Source: an optimization exercise on an open RTL-to-GDS flow (aim: small area). Production flows keep margins and buffers that such runs may drop. At most, simulation tests tie the RTL to the original design; equivalence was not proved. Only the layout flow was run in run 3; the RTL was not checked for function there. No activity file was given, so power comes from the tool's default toggle rates.

$ cat config.mk
export PLATFORM = sky130hd
export DESIGN_NAME = bpu
export DESIGN_NICKNAME = bpu
export VERILOG_FILES = /design/flow/design.v
export SDC_FILE = /design/flow/constraint.sdc
export NUM_CORES = 4
export LEC_CHECK = 0
export CAP_MARGIN = 20
export CORE_MARGIN = 2
export CORE_UTILIZATION = 40
export SLEW_MARGIN = 20
$ cat design.v
package general_defines;
    parameter INT_DATA_W = 32;
    parameter POSIT_DATA_W = 8;
    parameter ROB_LENGTH = 16;
    parameter IQ_LENGTH = 8;
    parameter BYPASS_LENGTH = 3;
    parameter PHYS_REG_LENGTH = 64;
    parameter ARCH_REG_LENGTH = 32;
    parameter INSTR_MEM_LENGTH = 256;
    parameter DATA_MEM_LENGTH = 256;
    parameter FETCH_BUFFER_LENGTH = 8;
    parameter PHT_LENGTH = 256; 
    parameter BTB_LENGTH = 64;
    localparam ROB_IDX_W = (ROB_LENGTH > 1) ? $clog2(ROB_LENGTH) : 1;
    localparam IQ_IDX_W = (IQ_LENGTH > 1) ? $clog2(IQ_LENGTH) : 1;
    localparam BYPASS_IDX_W = (BYPASS_LENGTH > 1) ? $clog2(BYPASS_LENGTH) : 1;
    localparam PHYS_REG_IDX_W = (PHYS_REG_LENGTH > 1) ? $clog2(PHYS_REG_LENGTH) : 1;
    localparam ARCH_REG_IDX_W = (ARCH_REG_LENGTH > 1) ? $clog2(ARCH_REG_LENGTH) : 1;
    localparam INSTR_MEM_IDX_W = (INSTR_MEM_LENGTH > 1) ? $clog2(INSTR_MEM_LENGTH) : 1;
    localparam DATA_MEM_IDX_W = (DATA_MEM_LENGTH > 1) ? $clog2(DATA_MEM_LENGTH) : 1;
    localparam FETCH_BUFFER_IDX_W = (FETCH_BUFFER_LENGTH > 1) ? $clog2(FETCH_BUFFER_LENGTH) : 1;
    localparam PHT_IDX_W = (PHT_LENGTH> 1) ? $clog2(PHT_LENGTH) : 1;
    localparam BTB_IDX_W = (BTB_LENGTH > 1) ? $clog2(BTB_LENGTH) : 1;
    typedef struct packed{
        logic valid;
        logic [INSTR_MEM_IDX_W-1:0] pc;
        logic [ARCH_REG_IDX_W-1:0] logical_rd;
        logic [PHYS_REG_IDX_W-1:0] phys_rd;
        logic [PHYS_REG_IDX_W-1:0] old_phys_rd;   
        logic [INT_DATA_W-1:0] result;
        logic done;
        logic is_store;
        logic is_load;
        logic [6:0] opcode;
        logic [2:0] funct3;
        logic [6:0] funct7;
        logic is_branch;
        logic pred_taken;
        logic [INSTR_MEM_IDX_W-1:0] pred_target;
        logic branch_taken;                      
        logic [INSTR_MEM_IDX_W-1:0] branch_target;   
    } rob_entry_t;
    typedef struct packed {
        logic [6:0] opcode;
        logic [INSTR_MEM_IDX_W-1:0] pc;
        logic [PHYS_REG_IDX_W-1:0] phys_rd;
        logic [PHYS_REG_IDX_W-1:0] phys_rs1;
        logic [PHYS_REG_IDX_W-1:0] phys_rs2;
        logic [INT_DATA_W-1:0] imm;
        logic [2:0] fu_type;  
        logic rs1_ready;
        logic rs2_ready;
        logic [INT_DATA_W-1:0] rs1_value;  
        logic [INT_DATA_W-1:0] rs2_value;
        logic valid;
        logic [2:0] funct3;
        logic [6:0] funct7;
        logic [ROB_IDX_W-1:0] rob_idx;
    } iq_entry_t;
    typedef struct packed {
        logic valid;
        logic [PHYS_REG_IDX_W-1:0] phys_rd;
        logic [INT_DATA_W-1:0] result;
    } bypass_entry_t;
endpackage
import general_defines::*;
module bp(
    input  logic rst,
    input  logic clk,
    input  logic [INSTR_MEM_IDX_W-1:0] fetch_pc,    
    input  logic actual_taken,                      
    input  logic update_valid,                      
    input  logic [INSTR_MEM_IDX_W-1:0] update_pc,   
    output logic pred_taken                          
);
    logic [PHT_LENGTH-1:0] c1, c0;
    assign pred_taken = ~c1[fetch_pc];
    logic u1, u0, n1, n0;
    assign u1 = c1[update_pc];
    assign u0 = c0[update_pc];
    always_comb begin
        if (rst) begin
            n1 = 1'b1;
            n0 = 1'b0;
        end else if (actual_taken) begin    
            n1 = u1 & u0;
            n0 = u1 & ~u0;
        end else begin                      
            n1 = u1 | u0;
            n0 = u1 | ~u0;
        end
    end
    logic [PHT_LENGTH-1:0] we;
    always_comb begin
        for (int i = 0; i < PHT_LENGTH; i++)
            we[i] = rst | (update_valid & (update_pc == i[INSTR_MEM_IDX_W-1:0]));
    end
    always_ff @(posedge clk) begin
        for (int i = 0; i < PHT_LENGTH; i++) begin
            if (we[i]) begin
                c1[i] <= n1;
                c0[i] <= n0;
            end
        end
    end
endmodule
import general_defines::*;
module btb(
    input  logic clk,
    input  logic rst,
    input  logic [INSTR_MEM_IDX_W-1:0] fetch_pc,  
    output logic btb_hit,
    output logic [INSTR_MEM_IDX_W-1:0] btb_target,
    input  logic update_valid,
    input  logic [INSTR_MEM_IDX_W-1:0] update_pc,
    input  logic [INSTR_MEM_IDX_W-1:0] update_target
);
    localparam TAG_W = INSTR_MEM_IDX_W - BTB_IDX_W;
    logic [BTB_LENGTH-1:0] valid;
    logic [TAG_W-1:0]           tag    [0:BTB_LENGTH-1];
    logic [INSTR_MEM_IDX_W-1:0] target [0:BTB_LENGTH-1];
    logic [BTB_IDX_W-1:0] fetch_idx, update_idx;
    assign fetch_idx  = fetch_pc[BTB_IDX_W-1:0];
    assign update_idx = update_pc[BTB_IDX_W-1:0];
    assign btb_hit    = valid[fetch_idx] &&
                        (tag[fetch_idx] == fetch_pc[INSTR_MEM_IDX_W-1:BTB_IDX_W]);
    assign btb_target = btb_hit ? target[fetch_idx] : '0;
    logic [BTB_LENGTH-1:0] we;
    always_comb begin
        for (int i = 0; i < BTB_LENGTH; i++)
            we[i] = update_valid & (update_idx == i[BTB_IDX_W-1:0]);
    end
    always_ff @(posedge clk) begin
        for (int i = 0; i < BTB_LENGTH; i++) begin
            valid[i] <= ~rst & (valid[i] | we[i]);
            if (we[i]) begin
                tag[i]    <= update_pc[INSTR_MEM_IDX_W-1:BTB_IDX_W];
                target[i] <= update_target;
            end
        end
    end
endmodule
import general_defines::*;
module bpu (
    input  logic                        clk,
    input  logic                        rst,
    input  logic [INSTR_MEM_IDX_W-1:0]  fetch_pc,
    output logic                        pred_taken,
    output logic                        btb_hit,
    output logic [INSTR_MEM_IDX_W-1:0]  btb_target,
    input  logic                        update_valid,
    input  logic [INSTR_MEM_IDX_W-1:0]  update_pc,
    input  logic                        update_taken,
    input  logic [INSTR_MEM_IDX_W-1:0]  update_target
);
    bp bp_u (
        .clk          (clk),
        .rst          (rst),
        .fetch_pc     (fetch_pc),
        .actual_taken (update_taken),
        .update_valid (update_valid),
        .update_pc    (update_pc),
        .pred_taken   (pred_taken)
    );
    btb btb_u (
        .clk          (clk),
        .rst          (rst),
        .fetch_pc     (fetch_pc),
        .btb_hit      (btb_hit),
        .btb_target   (btb_target),
        .update_valid (update_valid),
        .update_pc    (update_pc),
        .update_target(update_target)
    );
endmodule
$ cat run.sh
#!/bin/bash
# synth_recipe.tcl (not shown) runs the flow's synth.tcl, then flattens the netlist and writes it again
# the make line also repeats each setting of config.mk as NAME=value (left out here)
make -C /OpenROAD-flow-scripts/flow DESIGN_CONFIG=/design/flow/config.mk WORK_HOME=/design/flow/orfs CLKGATE_MAP_FILE= SYNTH_SCRIPT=/design/flow/synth_recipe.tcl finish
$ cat constraint.sdc
create_clock -name core_clock -period 8.0 [get_ports {clk}]
set_input_delay 1.6000 -clock core_clock [delete_from_list [all_inputs] [get_ports {clk}]]
set_output_delay 1.6000 -clock core_clock [all_outputs]
set_load 0.01 [all_outputs]
==> summary.md, run 1 <==
| Metric | Value |
|---|---|
| Buffer and inverter count on the worst path | 3 |
| WHS Path Cells | 1 |
| Count of vias placed by the detailed router | 31500 |
| Average via count per standard cell | 6.44 |
| Share of the core filled with cells in the final layout | 45.8% |
| Pin count of the biggest net entering global routing | 129 |
| CP endpoint kind | output pin |
| Number of enable flip-flop cells after synthesis | 1152 |
| Number of CTS-inserted buffers | 121 |
| # port buffers | 37 |
| Startpoint-to-endpoint class of the critical path | in2out |
| Die ar. | 0.127 mm² |
| Async set or reset register ratio after synthesis | 0% |
| Worst hold slack across all endpoints | 467 ps |
| Detailed-placement wirelength estimate | 107000 µm |
| Setup repair after global routing missed its margin | no |
| Primary flip-flop cell chosen by synthesis mapping | edfxtp_1 |
| Buffer count from post-CTS setup fixing | 0 |
| Final TNS setup | 0 ps |
| Maximum count of clock buffers along a single path | 3 |
| Total power | 14.5 mW |
| Area added between synthesis and finish | 13.8% |
| Cell Pwr Density | 255 mW/mm² |
| Core region area | 0.124 mm² |
| Number of ports placed on the die boundary | 38 |
| Fillers | 10700 |
| Cell count after synthesis | 3036 |
| Max-cap violation count | 0 |
| Commonest cells in the synthesized netlist | edfxtp_1 (1152), a22oi_1 (302), mux4_2 (233) |
| Outcome | no timing/DRC/antenna violations |
| Maximum fanout along the worst path | 21 |
| PostCTS Resize Cnt | 0 |
| Number of cells on the critical path | 11 |
| Critical path data required time | 6400 ps |
| Crit path arrival time | 5840 ps |
| Final instance area | 0.0567 mm² |
| Clock root buffer | clkbuf_16 |
| Type of the most critical hold path | reg2reg |
| Family with the most delay on the worst path | simple AND/OR/NAND/NOR gates |
| Antenna violations before repair | 9 |
| Worst relative slew slack | 19.6% |
| LEAKAGE | 18.4 nW |
| Die span in x | 357 µm |
| Count of yosys warnings during synthesis | 4 |
| Area of the mapped netlist | 0.0498 mm² |
| Number of DRC violations after detailed routing | 0 |
| Clk slew on worst S/H paths | 60 ps |
| Worst-skew pair later-pin latency | 740 ps |
| Worst IR Drop VDD | 0.186 mV |
| Cell type with the highest aggregate area in the netlist | edfxtp_1 |
| Post-route antenna net violation count | 0 |
| Level count of the clock H-tree | 3 |
| Global-route wire length before repair | 239000 µm |
| Endpoints failing hold | 0 |
| Average cell area after synthesis | 16.4 µm² |
| CP peak stage delay | 960 ps |
| Cell with the most instances after synthesis | edfxtp_1 |
| Final setup violating endpoints | 0 |
| Final period util | 93.0% |
| Share of synthesized area occupied by flip-flops and latches | 72.0% |
| Grt ovf | 0 |
| CP startpoint kind | primary input |
| DR iter-0 viols | 5262 |
| Yosys reg bits | 1216 |
| Number of sinks handled by clock tree synthesis | 1216 |
| Total global routing track utilization | 27.0% |
| Fraction of final layout cells sized beyond drive strength 1 | 19.2% |
| Worst Tran Pin Value | 1200 ps |
| Netlist cell types | 63 |
| Total Nets Final | 3180 |
| Number of global-route vias before repair | 29900 |
| Length in cells of the worst reg-to-reg path | 9 |
| Yosys top cell area share | 69.4% |
| Average detailed-routed wire length per instance | 35.4 µm |
| Clock tree skew after final layout | 30.7 ps |
| Maximum frequency from static timing analysis | 134 MHz |
| Highest-delay cell along the critical path | clkdlybuf4s50_1 |
| Clock tree from TritonCTS | yes |
| Standard-cell row count | 129 |
| Die height | 357 µm |
| Detailed-routing iteration count for the pre-antenna-repair pass | 5 |
| Routability-driven placement congestion ratio | 0.963 |
| Area after DPL | 0.0527 mm² |
| Cells traversed along the worst timing path | clkdlybuf4s50_1 -> buf_12 -> nor4bb_1 -> nand3_1 -> nand4_1 -> nor4_1 -> and4_1 -> o21ai_0 -> nand3b_1 -> nor4_1 -> clkdlybuf4s50_1 |
| Effective utilization at floorplan | 40.3% |
| Post-layout minimum cycle time | 7440 ps |
| Main area contributors after synthesis | edfxtp_1 (69%), mux4_2 (11%), a22oi_1 (4.6%) |
| Final WL | 173000 µm |
| Number of pins with negative max-slew slack in the final report | 0 |
| Hold Buf Count CTS | 0 |
[routing by layer]
metal	share of wire, %	wire [µm]	vias up	track usage, %
met5	0.0058	10	-	0
met4	4.3	7400	2	10.6
met1	39	67000	16400	38.2
li1	-	-	12500	-
met2	45	77400	2205	40.6
met3	12	21500	350	6.28
[stage by stage]
| stage | cells | worst slack, ps |
|---|---|---|
| after CTS | 4894 | 654 |
| after floorplan | 3036 | 1210 |
| after global routing | 4896 | 374 |
| after global placement | 4666 | 728 |
| final | 4897 | 560 |
| after detailed placement | 4666 | 690 |
[path summary, 6_finish.rpt]
check                         to  slack (ps)      startpoint
hold reg to reg   btb_u.valid[2]         470  btb_u.valid[2]
setup / recovery   btb_target[3]         560     fetch_pc[5]
hold / removal    btb_u.valid[2]         470  btb_u.valid[2]
setup reg to reg    bp_u.c1[253]        4010    bp_u.c1[205]
[where the power goes]
group	total, mW	internal, mW	switching (mW)	leakage, nW
Combinational	1.16	0.421	0.738	5.22
Sequential	7.59	7.47	0.121	11.2
Clock	5.71	3.20	2.51	1.94
Total	14.5	11.1	3.37	18.4
[sequential cells by signal, indices dropped and copies added (netlist names)]
signal	flops
bp_u.c0	256
bp_u.c1	256
btb_u.tag	128
btb_u.valid	64
btb_u.target	512
[area by class of cell]
cell class,count,area [µm²],share of cell area [%]
Tap cell,1637,2050,3.61
Inverter,46,178,0.313
Antenna cell,3,7.51,0.0132
Timing Repair Buffer,183,1490,2.63
Clock buffer,165,3310,5.84
Clock inverter,63,677,1.19
Multi-Input combinational cell,1584,13100,23.1
Sequential cell,1216,35900,63.3
[kinds of logic after synthesis]
logic type / count (synthesis) / share of synthesized area, %
xor+xnor: 1 / 0.0176
buf+inv: 236 / 1.96
mux: 265 / 11.2
simple gates: 731 / 6.84
flops: 1216 / 72.0
compound gates: 587 / 7.98
[worst reg2reg max path, cell delays in order (launching register included)]
cell       delay (ps)
edfxtp_1          410
mux4_2            480
mux2_2            300
nand2_1            80
o2111ai_1         120
a2111oi_0         970
a22oi_1           280
nor3_1            390
nor2_4            240
buf_12            290
[placed cells by master (no fill, tap or decap), drive strengths merged, types with 6 or more instances in the layout]
cell           netlist  layout
nand3               79      79
inv                 45      49
mux4               233     233
nor2               236     236
nand4bb              6       6
o31ai               52      52
a22oi              302     302
nor4                12      12
mux2i               29      29
o22ai                6       6
edfxtp            1152    1152
o21a                 9       9
clkbuf             126     166
nand2b              10      10
nand2              224     224
nand4               68      68
a21oi               20      20
nor2b               13      13
buf                 64     165
dfxtp               64      64
bufinv               0       9
nor4bb               6       6
o21ai              164     164
and2                 8       8
clkinv               1      48
clkdlybuf4s50        0      17
nor3                36      36
==> inputs of run 2 (changes only) <==
--- a/config.mk
+++ b/config.mk
@@ -7,5 +7,8 @@
 export LEC_CHECK = 0
-export CAP_MARGIN = 20
+export CAP_MARGIN = 0
 export CORE_MARGIN = 2
-export CORE_UTILIZATION = 40
-export SLEW_MARGIN = 20
+export CORE_UTILIZATION = 60
+export CTS_BUF_LIST = sky130_fd_sc_hd__clkbuf_4 sky130_fd_sc_hd__clkbuf_8
+export CTS_CLUSTER_DIAMETER = 50
+export CTS_CLUSTER_SIZE = 20
+export SLEW_MARGIN = 0
==> run 2 against run 1 <==
Still clean on timing, DRC and antenna. First-iteration DRC count decreased by 1.5%. Routed wire length decreased by 0.63%. Via count increased by 0.48%. Design area decreased by 3.4%. Clock-buffer cell count decreased by 42. Total power decreased by 8.7%. Largest power group unchanged. Critical endpoint unchanged. Register-to-register slack got worse by 510 ps. Area after synthesis unchanged. Critical path depth unchanged. Worst setup slack got worse by 48 ps.
==> summary.md, run 2 <==
| Metric | Value |
|---|---|
| Number of flip-flops under the largest register name | 512 |
| Average cell area after synthesis | 16.4 µm² |
| Number of global-route vias before repair | 31100 |
| Final setup margin | 512 ps |
| Worst reg-to-reg setup slack | 3500 ps |
| Clock tree skew after final layout | 54.0 ps |
| Type of the most critical hold path | reg2reg |
| Critical path data required time | 6400 ps |
| Worst hold slack across all endpoints | 477 ps |
| Final period util | 93.6% |
| Number of CTS-inserted buffers | 118 |
| Effective utilization at floorplan | 60.7% |
| Yosys reg bits | 1216 |
| Pin count of the biggest net entering global routing | 155 |
| Worst relative slew slack | 13.4% |
| Footprint of the flip-flops and latches | 0.0359 mm² |
| Clk slew on worst S/H paths | 100 ps |
| Number of ports placed on the die boundary | 38 |
| Share of synthesized area occupied by flip-flops and latches | 72.0% |
| Final setup violating endpoints | 0 |
| Final std cells w/o fill | 4331 |
| Most frequent standard cell in the layout excluding fill and tap cells | edfxtp_1 |
| Commonest cells in the synthesized netlist | edfxtp_1 (1152), a22oi_1 (302), mux4_2 (233) |
| Count of yosys warnings during synthesis | 4 |
| Post-Place Worst Slack | 758 ps |
| Yosys top cell area share | 69.4% |
| Commonest non-fill, non-tap cells in the layout | edfxtp_1 (1152), a22oi_1 (302), mux4_2 (233) |
| Average via count per standard cell | 7.31 |
| Fraction of final layout cells sized beyond drive strength 1 | 20.0% |
| Fillers | 5629 |
| Post-route antenna net violation count | 0 |
| Clock tree from TritonCTS | yes |
| Die height | 292 µm |
| Cell with the most instances after synthesis | edfxtp_1 |
| Max-cap violation count | 0 |
| DR iter-0 viols | 5185 |
| Count of vias placed by the detailed router | 31700 |
| Register containing the most flip-flops in the final layout | btb_u.target |
| Cell type with the highest aggregate area in the netlist | edfxtp_1 |
| LEAKAGE | 17.8 nW |
| CP endpoint kind | output pin |
| Cell Pwr Density | 241 mW/mm² |
| Primary flip-flop cell chosen by synthesis mapping | edfxtp_1 |
| Worst-skew pair later-pin latency | 820 ps |
| PostCTS Resize Cnt | 0 |
| Average detailed-routed wire length per instance | 39.8 µm |
| Die span in x | 292 µm |
| Maximum fanout along the worst path | 18 |
| Maximum frequency from static timing analysis | 134 MHz |
| Crit path arrival time | 5890 ps |
| Total Nets Final | 3182 |
| Main area contributors after synthesis | edfxtp_1 (69%), mux4_2 (11%), a22oi_1 (4.6%) |
| Detailed-placement wirelength estimate | 110000 µm |
| Grt ovf | 0 |
| Maximum count of clock buffers along a single path | 3 |
| Final WL | 172000 µm |
| Worst Tran Pin Value | 1300 ps |
| Netlist cell types | 63 |
| Core region area | 0.0821 mm² |
| Antenna violations before repair | 5 |
| Worst IR Drop VDD | 0.166 mV |
| Async set or reset register ratio after synthesis | 0% |
| Number of sinks handled by clock tree synthesis | 1216 |
| Cell count after synthesis | 3036 |
| Area of the mapped netlist | 0.0498 mm² |
| Total global routing track utilization | 40.9% |
| Endpoints failing hold | 0 |
| Startpoint-to-endpoint class of the critical path | in2out |
| Number of enable flip-flop cells after synthesis | 1152 |
| Area added between synthesis and finish | 9.90% |
| Clock root buffer | clkbuf_8 |
| Setup repair after global routing missed its margin | no |
| Total area of multi-input combinational cells | 0.0130 mm² |
| Level count of the clock H-tree | 3 |
| Final TNS setup | 0 ps |
| Standard-cell row count | 105 |
| Global-route wire length before repair | 240000 µm |
| Outcome | no timing/DRC/antenna violations |
| CP startpoint kind | primary input |
| Registers with the most flip-flops | btb_u.target x512, bp_u.c0 x256, bp_u.c1 x256 |
| Buffer count from post-CTS setup fixing | 0 |
| Post-layout minimum cycle time | 7490 ps |
| # placed instances | 4104 |
| Routability-driven placement congestion ratio | 1.02 |
| Number of DRC violations after detailed routing | 0 |
| Die ar. | 0.0854 mm² |
| Detailed-routing iteration count for the pre-antenna-repair pass | 8 |
| Number of pins with negative max-slew slack in the final report | 0 |
| # port buffers | 37 |
| Hold Buf Count CTS | 0 |
==> run 2: cells by family after synthesis <==
family	synth area share, %
compound gates	7.98
xor+xnor	0.0176
buf+inv	1.96
flops	72.0
mux	11.2
simple gates	6.84
==> run 2: through the flow <==
stage               instance area [µm²]  utilization, %  power [mW]
global route                      54700            66.7        13.5
global placement                  51900            63.3        8.81
detailed placement                51900            63.3        8.86
CTS                               54700            66.7        13.2
floorplan                         49800               -        8.37
finish                            54800            66.7        13.2
==> run 2: path summary, 6_finish.rpt <==
check / to / depth (start not counted) / startpoint
worst max-delay path: btb_target[3] / 11 / fetch_pc[5]
worst min-delay path: btb_u.valid[30] / 2 / btb_u.valid[30]
worst max register to register: bp_u.c0[160] / 9 / bp_u.c0[79]
worst min register to register: btb_u.valid[30] / 2 / btb_u.valid[30]
==> run 2: where the power goes <==
part	internal [mW]	switching, mW	leakage, nW
clock network	1.87	2.58	1.39
registers	7.46	0.131	11.2
logic	0.414	0.738	5.25
==> run 2: worst max-delay path, stage by stage <==
cell and delay [ps]:
clkdlybuf4s50_1 740, buf_4 380, nor4b_1 900, nand3_1 190, nand4_1 160, nor4_1 70, and4_1 240, o21ai_0 160
nand3b_1 410, nor4_1 440, clkdlybuf4s50_1 600
==> run 2: metal layers <==
metal	vias to the layer above	GRT usage (%)	wire length (µm)
met5	-	0	8
met4	2	26.9	14200
met3	614	8.67	19800
met2	2409	63.0	79300
met1	16100	53.6	58900
li1	12500	-	-
==> run 2: area by class of cell <==
cell class | count | share of cell area (%)
diodes | 2 | 0.00914
clock buffers | 123 | 3.03
clock inverters | 102 | 2.09
inverters | 46 | 0.325
multi-input cells | 1584 | 23.8
flip-flops and latches | 1216 | 65.5
well taps | 1070 | 2.45
repair buffers | 188 | 2.76
==> inputs of run 3 (changes only) <==
--- a/design.v
+++ b/design.v
@@ -67,3 +67,3 @@
 module bp(
-    input  logic rst,
+    input  logic rst, 
     input  logic clk,
@@ -75,30 +75,46 @@
 );
-    logic [PHT_LENGTH-1:0] c1, c0;
-    assign pred_taken = ~c1[fetch_pc];
-    logic u1, u0, n1, n0;
-    assign u1 = c1[update_pc];
-    assign u0 = c0[update_pc];
+    logic [1:0] state [0:PHT_LENGTH-1];    
+    logic [PHT_IDX_W-1:0] pht_idx;
+    assign pht_idx = fetch_pc[PHT_IDX_W-1:0];
+    logic [PHT_IDX_W-1:0] upd_idx;
+    assign upd_idx = update_pc[PHT_IDX_W-1:0];
     always_comb begin
-        if (rst) begin
-            n1 = 1'b1;
-            n0 = 1'b0;
-        end else if (actual_taken) begin    
-            n1 = u1 & u0;
-            n0 = u1 & ~u0;
-        end else begin                      
-            n1 = u1 | u0;
-            n0 = u1 | ~u0;
-        end
-    end
-    logic [PHT_LENGTH-1:0] we;
-    always_comb begin
-        for (int i = 0; i < PHT_LENGTH; i++)
-            we[i] = rst | (update_valid & (update_pc == i[INSTR_MEM_IDX_W-1:0]));
+        if(state[pht_idx][1] == 1'b0)    
+            pred_taken = 1'b1;
+        else                             
+            pred_taken = 1'b0;
     end
     always_ff @(posedge clk) begin
-        for (int i = 0; i < PHT_LENGTH; i++) begin
-            if (we[i]) begin
-                c1[i] <= n1;
-                c0[i] <= n0;
+        if(rst) begin
+            for(int i = 0; i < PHT_LENGTH; i++) begin
+                state[i] <= 2'b10;
             end
+        end
+        else if(update_valid) begin
+            case(state[upd_idx])
+                2'b00: begin   
+                    if(actual_taken == 1'b1)
+                        state[upd_idx] <= 2'b00;  
+                    else
+                        state[upd_idx] <= 2'b01;  
+                end
+                2'b01: begin   
+                    if(actual_taken == 1'b1)
+                        state[upd_idx] <= 2'b00;  
+                    else
+                        state[upd_idx] <= 2'b10;  
+                end
+                2'b10: begin   
+                    if(actual_taken == 1'b1)
+                        state[upd_idx] <= 2'b01;  
+                    else
+                        state[upd_idx] <= 2'b11;  
+                end
+                2'b11: begin   
+                    if(actual_taken == 1'b1)
+                        state[upd_idx] <= 2'b10;  
+                    else
+                        state[upd_idx] <= 2'b11;  
+                end
+            endcase
         end
@@ -117,24 +133,31 @@
 );
-    localparam TAG_W = INSTR_MEM_IDX_W - BTB_IDX_W;
-    logic [BTB_LENGTH-1:0] valid;
-    logic [TAG_W-1:0]           tag    [0:BTB_LENGTH-1];
+    logic [BTB_LENGTH-1:0] valid;  
+    logic [INSTR_MEM_IDX_W-1:0] tag    [0:BTB_LENGTH-1];
     logic [INSTR_MEM_IDX_W-1:0] target [0:BTB_LENGTH-1];
-    logic [BTB_IDX_W-1:0] fetch_idx, update_idx;
+    logic [BTB_IDX_W-1:0] fetch_idx;
+    logic [BTB_IDX_W-1:0] update_idx;
     assign fetch_idx  = fetch_pc[BTB_IDX_W-1:0];
     assign update_idx = update_pc[BTB_IDX_W-1:0];
-    assign btb_hit    = valid[fetch_idx] &&
-                        (tag[fetch_idx] == fetch_pc[INSTR_MEM_IDX_W-1:BTB_IDX_W]);
-    assign btb_target = btb_hit ? target[fetch_idx] : '0;
-    logic [BTB_LENGTH-1:0] we;
     always_comb begin
-        for (int i = 0; i < BTB_LENGTH; i++)
-            we[i] = update_valid & (update_idx == i[BTB_IDX_W-1:0]);
+        if(valid[fetch_idx] && tag[fetch_idx] == fetch_pc) begin
+            btb_hit    = 1'b1;
+            btb_target = target[fetch_idx];
+        end
+        else begin
+            btb_hit    = 1'b0;
+            btb_target = '0;
+        end
     end
     always_ff @(posedge clk) begin
-        for (int i = 0; i < BTB_LENGTH; i++) begin
-            valid[i] <= ~rst & (valid[i] | we[i]);
-            if (we[i]) begin
-                tag[i]    <= update_pc[INSTR_MEM_IDX_W-1:BTB_IDX_W];
-                target[i] <= update_target;
+        if(rst) begin
+            for(int i = 0; i < BTB_LENGTH; i++) begin
+                valid[i]  <= 1'b0;
+                tag[i]    <= '0;
+                target[i] <= '0;
             end
+        end
+        else if(update_valid) begin
+            valid[update_idx]  <= 1'b1;
+            tag[update_idx]    <= update_pc;
+            target[update_idx] <= update_target;
         end
==> config.mk (replaced) <==
export PLATFORM = sky130hd
export DESIGN_NAME = bpu
export DESIGN_NICKNAME = bpu
export VERILOG_FILES = /design/flow/design.v
export SDC_FILE = /design/flow/constraint.sdc
export NUM_CORES = 4
export LEC_CHECK = 0
export CAP_MARGIN = 20
export CORE_MARGIN = 2
export CORE_UTILIZATION = 40
export SLEW_MARGIN = 20
==> run 3 against run 2 <==
Still clean on timing, DRC and antenna. Combinational power increased by 42%. Core utilization decreased by 22 points. Sequential share of layout area shrank 8.5 points. Total power is 44% higher. Highest routed layer unchanged.
==> summary.md, run 3 <==
| Metric | Value |
|---|---|
| Cell mode on critical path | mux4_2 |
| Pin count of the biggest net entering global routing | 177 |
| Netlist cell types | 47 |
| Hold Buf Count CTS | 0 |
| # placed instances | 7292 |
| Worst IR Drop VDD | 0.201 mV |
| Int Power | 14.4 mW |
| Level count of the clock H-tree | 4 |
| Die ar. | 0.190 mm² |
| Buffer count from post-CTS setup fixing | 0 |
| Average cell area after synthesis | 14.9 µm² |
| Endpoints failing hold | 0 |
| Antenna violations before repair | 16 |
| CP startpoint kind | primary input |
| Cell with the most instances after synthesis | edfxtp_1 |
| Clock network fraction of design power | 40.7% |
| Startpoint-to-endpoint class of the critical path | in2out |
| Worst hold slack across all endpoints | 467 ps |
| Count of vias placed by the detailed router | 44300 |
| Setup repair after global routing missed its margin | no |
| Routed metal-1 wire length | 87500 µm |
| Critical path data required time | 6400 ps |
| Clock tree skew after final layout | 57.1 ps |
| Cell type with the highest aggregate area in the netlist | edfxtp_1 |
| Worst relative slew slack | 22.1% |
| Yosys top cell area share | 61.9% |
| Maximum fanout along the worst path | 45 |
| Final setup violating endpoints | 0 |
| Cell Pwr Density | 229 mW/mm² |
| Total global routing track utilization | 23.2% |
| Average detailed-routed wire length per instance | 29.0 µm |
| Area of the mapped netlist | 0.0745 mm² |
| Total Nets Final | 5016 |
| DR iter-0 viols | 5163 |
| Commonest cells in the synthesized netlist | edfxtp_1 (1536), and2_1 (648), mux4_2 (492) |
| Fillers | 16300 |
| Clk slew on worst S/H paths | 60 ps |
| Clock root buffer | clkbuf_16 |
| Post-Place Worst Slack | 676 ps |
| Post-layout minimum cycle time | 7270 ps |
| Max-cap violation count | 0 |
| Final setup margin | 733 ps |
| Most frequent standard cell in the layout excluding fill and tap cells | edfxtp_1 |
| Met3 Routed Length | 18800 µm |
| Highest signal layer in the routed design | met5 |
| Die height | 435 µm |
| Async set or reset register ratio after synthesis | 0% |
| Standard-cell row count | 158 |
| CP peak stage delay | 570 ps |
| Number of global-route vias before repair | 44600 |
| Number of pins with negative max-slew slack in the final report | 0 |
| Sw Pwr | 4.64 mW |
| Outcome | no timing/DRC/antenna violations |
| CP endpoint kind | output pin |
| Commonest non-fill, non-tap cells in the layout | edfxtp_1 (1536), and2_1 (636), mux4_2 (492) |
| Main area contributors after synthesis | edfxtp_1 (62%), mux4_2 (15%), and2_1 (5.4%) |
| Combinational power share | 8.6% |
| Number of DRC violations after detailed routing | 0 |
| Fraction of final layout cells sized beyond drive strength 1 | 21.4% |
| Clock tree from TritonCTS | yes |
| Die span in x | 435 µm |
| Maximum frequency from static timing analysis | 138 MHz |
| Cells traversed along the worst timing path | buf_8 -> buf_12 -> buf_12 -> mux4_2 -> mux4_2 -> mux4_2 -> mux4_2 -> inv_1 -> clkdlybuf4s50_1 |
| Grt ovf | 0 |
| # port buffers | 37 |
| Switching part of the total power | 24.4% |
| Detailed-placement wirelength estimate | 133000 µm |
| Number of sinks handled by clock tree synthesis | 1600 |
| Share of total power in sequential cells | 50.7% |
| Buffer and inverter count on the worst path | 5 |
| Share of synthesized area occupied by flip-flops and latches | 63.7% |
| Total power | 19.0 mW |
| Worst Tran Pin Value | 1170 ps |
| Final WL | 221000 µm |
| Number of enable flip-flop cells after synthesis | 1536 |
| Maximum count of clock buffers along a single path | 3 |
| Type of the most critical hold path | reg2reg |
| Crit path arrival time | 5670 ps |
| LEAKAGE | 27.6 nW |
| Final std cells w/o fill | 7608 |
| Effective utilization at floorplan | 40.2% |
| Global-route wire length before repair | 320000 µm |
| Final period util | 90.8% |
| Post-route antenna net violation count | 0 |
| Number of ports placed on the die boundary | 38 |
| Average via count per standard cell | 5.82 |
| Detailed-routing iteration count for the pre-antenna-repair pass | 6 |
| Final TNS setup | 0 ps |
| Highest-delay cell along the critical path | mux4_2 |
| Cell count after synthesis | 4998 |
| Routed length on met2 | 107000 µm |
| Routability-driven placement congestion ratio | 0.826 |
| Yosys reg bits | 1600 |
| PostCTS Resize Cnt | 0 |
| Worst-skew pair later-pin latency | 840 ps |
| Count of yosys warnings during synthesis | 2 |
| Core region area | 0.185 mm² |
| Registers with the most flip-flops | bp_u.state x512, btb_u.tag x512, btb_u.target x512 |
| Area added between synthesis and finish | 11.7% |
| Family with the most delay on the worst path | multiplexers |
| Primary flip-flop cell chosen by synthesis mapping | edfxtp_1 |
| Number of CTS-inserted buffers | 169 |
-- run 3: changes by cell type after synthesis, moves of 63 or more --
cell	previous run	this run
nand3_1	79	291
and2_1	8	648
edfxtp_1	1152	1536
a21oi_1	20	93
o21ai_0	164	30
a21o_1	0	256
nor2_1	232	295
nand4_1	68	5
a22oi_1	302	72
nand2_1	224	114
mux4_2	233	492
nor3_1	36	220
clkbuf_1	125	430
nor3_2	0	64
-- run 3: worst min-delay path, delay by kind of cell (launching register included) --
family             cells  cell delay (ps)
AOI/OAI and AO/OA      1               40
and+or+nand+nor        1               70
DFF                    1              320
-- run 3: metrics by stage --
stage          util (%)  instance area [µm²]
2_1_floorplan         -                75200
3_3_place_gp       42.0                77800
3_5_place_dp       42.0                77800
4_1_cts            44.9                83200
5_1_grt            44.9                83200
6_report           44.9                83200
-- run 3: worst paths after layout --
path | start | slack, ps | to | cells past startpoint
worst max-delay path | fetch_pc[0] | 730 | pred_taken | 9
worst min-delay path | btb_u.valid[31] | 470 | btb_u.valid[31] | 2
worst max register to register | bp_u.state[175][1] | 3870 | bp_u.state[83][1] | 9
worst min register to register | btb_u.valid[31] | 470 | btb_u.valid[31] | 2
-- run 3: final cells by class --
type / count / area (µm²) / share of cell area (%)
multi-input combinational: 2973 / 25300 / 30.5
timing repair buffer: 205 / 1800 / 2.17
inverter: 34 / 128 / 0.153
clock buffer: 229 / 4650 / 5.59
clock inverter: 82 / 753 / 0.905
sequential: 1600 / 47400 / 57.0
tap: 2480 / 3100 / 3.73
antenna: 5 / 12.5 / 0.0150
-- run 3: per-layer routing --
metal	up-vias	GRT usage [%]
met5	-	0
met4	12	8.19
met3	420	4.63
met2	2049	37.5
met1	23000	31.1
li1	18800	-
-- run 3: logic make-up after synthesis --
family	Yosys count	share of synthesized area, %
compound gates	500	4.70
xor+xnor	12	0.141
fa+ha+maj	7	0.113
buf+inv	616	3.48
flops	1600	63.7
mux	503	15.0
other cells	1	0.00504
simple gates	1759	12.9
-- run 3: power groups by stage --
stage               combinational, mW  sequential [mW]  clock (mW)
floorplan                        1.09             9.77           0
global placement                 1.62             9.82           0
detailed placement               1.63             9.83           0
CTS                              1.63             9.65        7.82
global route                     1.71             9.68        8.15
finish                           1.63             9.65        7.74

[static timing again, ports no longer ideal]
The flow's constraints put no driver on any port. The routed layouts listed below were extracted and timed again, unchanged, in two steps. Step 1 sets driving cells, clkbuf_16 on the clock port and buf_2 on the other inputs (assumed; they add their load-dependent delay and slew). Step 2 also shifts input and output timing later by t, the mid clock arrival at the registers, as if the neighbouring blocks saw the same clock. Three values: ideal, step 1, step 2; two values: the first two.
| run | t, ns | slack for setup (ns) | hold WS [ns] | worst slew at a driven data input, ns |
|---|---|---|---|---|
| run 1 | 0.801 | 0.560 / 0.518 / 0.518 | 0.467 / 0.467 / 0.467 | 0.14 |
| run 2 | 0.847 | 0.512 / 0.462 / 0.462 | 0.477 / 0.477 / 0.477 | 0.07 |
| run 3 | 0.899 | 0.733 / 0.678 / 0.678 | 0.467 / 0.467 / 0.467 | 0.17 |
After both steps setup and hold are still met in every run listed. For run 3, which loses most, drivers alone change the setup slack by -0.055 ns; drivers and shift together by -0.055 ns.
